What follows belongs to an exercise in optimizing a design on an open flow for small area; a production flow would make more cautious choices. The RTL was checked by simulation tests, not by an equivalence proof against the original design. No activity file was given, so power comes from the tool's default toggle rates.

// pong_lcd
module pong_lcd
  (
   input wire 	      CLK,
   input wire 	      nRST,
   input wire [7:0]   BUTTONS,
   output wire [4:0]  LCD_R,
   output wire [5:0]  LCD_G,
   output wire [4:0]  LCD_B,
   output wire 	      LCD_HSYNC,
   output wire 	      LCD_VSYNC,
   output wire 	      LCD_DEN,
   output wire [31:0] SEG_HEX_ALL
   );
Settings: LEC_CHECK=0, CAP_MARGIN=20, CORE_MARGIN=2, CORE_UTILIZATION=70, SLEW_MARGIN=20; clock period 10.0 ns.
standard.sh (not shown) runs the stock make flow with config.mk's settings and CLKGATE_MAP_FILE= SYNTH_SCRIPT=/design/flow/synth_recipe.tcl, a recipe that flattens the netlist after the stock synthesis.
==> flow/flow/run.sh <==
#!/bin/bash
# Own flow: the standard synthesis, then the combinational logic between the
# standard synthesis's registers is mapped again by ABC for area (the
# registers, their cells and names are kept as they are; four ABC runs with
# different seeds, the smallest netlist is kept), then the standard layout from
# floorplan to finish, with 1x port buffers and a clock tree of clkbuf_8
# without dummy loads.
set -euo pipefail
HERE=$(pwd)
R=$HERE/orfs/results/$FLOW_PLATFORM/pong_lcd/base
YOSYS=$(command -v yosys || echo "$FLOW_HOME/../tools/install/yosys/bin/yosys")
LIB=$FLOW_HOME/platforms/$FLOW_PLATFORM/lib/sky130_fd_sc_hd__tt_025C_1v80.lib
T=${RESYN_SECONDS:-600}

bash standard.sh synth > synth.log 2>&1
cp "$R/1_2_yosys.v" "$HERE/std_synth.v"

for s in 0 1 2 3; do
  echo "strash; &get -n; &deepsyn -T $T -S $s; &put; &get -n; &dch -f; &nf -R 1000; &put; topo; dnsize" > area_$s.abc
  sed -e "s|@LIB@|$LIB|g" -e "s|@IN@|$HERE/std_synth.v|g" -e "s|@OUT@|$HERE/resyn_$s.v|g" \
      -e "s|@ABC@|$HERE/area_$s.abc|g" flow/resyn.ys > resyn_$s.ys
  "$YOSYS" -l resyn_$s.log -q resyn_$s.ys > resyn_$s.out 2>&1 &
done
wait
best=""; barea=""
for s in 0 1 2 3; do
  a=$(grep "Chip area for module" resyn_$s.log | tail -1 | awk '{print $NF}')
  echo "seed $s: $a" >> resyn_choice.log
  if [[ -n "$a" && -s resyn_$s.v ]] && { [[ -z "$barea" ]] || awk -v a="$a" -v b="$barea" 'BEGIN{exit !(a<b)}'; }; then
    best=$s; barea=$a
  fi
done
echo "kept seed $best ($barea)" >> resyn_choice.log
cp resyn_$best.v "$R/1_2_yosys.v"
rm -f "$R/1_synth.odb" "$R/1_synth.sdc"
bash standard.sh \
  "BUFFER_PORTS_ARGS=-buffer_cell sky130_fd_sc_hd__buf_1" \
  "CTS_ARGS=-sink_clustering_enable -repair_clock_nets -buf_list sky130_fd_sc_hd__clkbuf_8 -dont_use_dummy_load" \
  finish > finish.log 2>&1
Other scripts of this flow, unchanged in this note and not shown: flow/flow/resyn.ys
Rerun with:
- CORE_UTILIZATION: 70 -> 80
=> The new run passed the timing, design-rule and antenna checks. Power hardly moves. Routed wire length increases by a little under a tenth. Die area fell by roughly a tenth.
Rerun with:
--- a/flow/flow/run.sh
+++ b/flow/flow/run.sh
@@ -13 +13 @@
-T=${RESYN_SECONDS:-600}
+T=${RESYN_SECONDS:-300}
- CORE_UTILIZATION: 80 -> 70
Effect: The new run completed with no timing, DRC or antenna violations; combinational power came out lower slightly; core utilization came out lower by 10 points; wire length came out lower by a little under a tenth; die area came out higher by roughly a tenth.

---

Setup of juniper:
Starting RTL as in the previous note.
export LEC_CHECK = 0
export CAP_MARGIN = 20
export CORE_MARGIN = 2
export CORE_UTILIZATION = 70
export SLEW_MARGIN = 20
create_clock -name core_clock -period 10.0 [get_ports {CLK}]
==> flow/flow/run.sh <==
#!/bin/bash
# Own flow: the standard synthesis, then the combinational logic between the
# standard synthesis's registers is mapped again by ABC for area (the
# registers, their cells and names are kept as they are; four ABC runs with
# different seeds, the smallest netlist is kept), then the standard layout from
# floorplan to finish, with 1x port buffers and a clock tree of clkbuf_8
# without dummy loads, and one tie cell for all constant outputs.
set -euo pipefail
HERE=$(pwd)
R=$HERE/orfs/results/$FLOW_PLATFORM/pong_lcd/base
YOSYS=$(command -v yosys || echo "$FLOW_HOME/../tools/install/yosys/bin/yosys")
LIB=$FLOW_HOME/platforms/$FLOW_PLATFORM/lib/sky130_fd_sc_hd__tt_025C_1v80.lib
T=${RESYN_SECONDS:-300}

bash standard.sh synth > synth.log 2>&1
cp "$R/1_2_yosys.v" "$HERE/std_synth.v"

for s in 0 1 2 3; do
  echo "strash; &get -n; &deepsyn -T $T -S $s; &put; &get -n; &dch -f; &nf -R 1000; &put; topo; dnsize" > area_$s.abc
  sed -e "s|@LIB@|$LIB|g" -e "s|@IN@|$HERE/std_synth.v|g" -e "s|@OUT@|$HERE/resyn_$s.v|g" \
      -e "s|@ABC@|$HERE/area_$s.abc|g" flow/resyn.ys > resyn_$s.ys
  "$YOSYS" -l resyn_$s.log -q resyn_$s.ys > resyn_$s.out 2>&1 &
done
wait
best=""; barea=""
for s in 0 1 2 3; do
  a=$(grep "Chip area for module" resyn_$s.log | tail -1 | awk '{print $NF}')
  echo "seed $s: $a" >> resyn_choice.log
  if [[ -n "$a" && -s resyn_$s.v ]] && { [[ -z "$barea" ]] || awk -v a="$a" -v b="$barea" 'BEGIN{exit !(a<b)}'; }; then
    best=$s; barea=$a
  fi
done
echo "kept seed $best ($barea)" >> resyn_choice.log
cp resyn_$best.v "$R/1_2_yosys.v"
rm -f "$R/1_synth.odb" "$R/1_synth.sdc"
bash standard.sh \
  "BUFFER_PORTS_ARGS=-buffer_cell sky130_fd_sc_hd__buf_1" \
  SKIP_REPAIR_TIE_FANOUT=1 \
  "CTS_ARGS=-sink_clustering_enable -repair_clock_nets -buf_list sky130_fd_sc_hd__clkbuf_8 -dont_use_dummy_load" \
  finish > finish.log 2>&1
Other scripts of this flow, unchanged in this note and not shown: flow/flow/resyn.ys
--- input diff juniper..willow ---
- SLEW_MARGIN now 0, was 20
- CAP_MARGIN now 0, was 20
==> run summary <==
- As far as average via count per standard cell goes, juniper and willow are indistinguishable; the numbers are identical.
- Comparing willow against juniper, there is no change at all in synthesized cell area.
- Summary of willow over juniper: critical path depth comparable; areal power density over the cells comparable; global placement routability congestion comparable; setup slack comparable; final design instance area without fill comparable.

==> separate check: timing with driven ports <==
The flow's constraints put no driver on any port. The routed layouts listed below were extracted and timed again, unchanged, in two steps. Step 1 assumes that a clkbuf_16 drives the clock port and a buf_2 every other input. Step 2, shift: input delay + t, output delay - t, t = (earliest + latest rising clock arrival at the registers) / 2. This alone moves slack from input paths to output paths. a / b / c = no drivers / after step 1 / after step 2; a / b = the first two.
| run | t, ns | setup slack, ns | hold WS [ns] | worst setup path at the end | latest minus earliest clock arrival (ns) |
|---|---|---|---|---|---|
| the first run of note 1 | 0.399 | 5.301 / 5.311 / 4.911 | 0.463 / 0.463 / 0.463 | input to register | 0.041 / 0.041 |
| the second run of note 1 | 0.405 | 5.075 / 5.086 / 4.680 | 0.470 / 0.470 / 0.470 | input to register | 0.043 / 0.043 |
| the third run of note 1 | 0.399 | 5.301 / 5.311 / 4.911 | 0.463 / 0.463 / 0.463 | input to register | 0.041 / 0.041 |
| juniper | 0.394 | 5.275 / 5.284 / 4.890 | 0.468 / 0.468 / 0.468 | input to register | 0.039 / 0.039 |
| willow | 0.394 | 5.275 / 5.284 / 4.890 | 0.468 / 0.468 / 0.468 | input to register | 0.039 / 0.039 |
After both steps setup and hold are still met in every run listed. For the second run of note 1, which loses most, drivers alone change the setup slack by +0.011 ns; drivers and shift together by -0.395 ns.
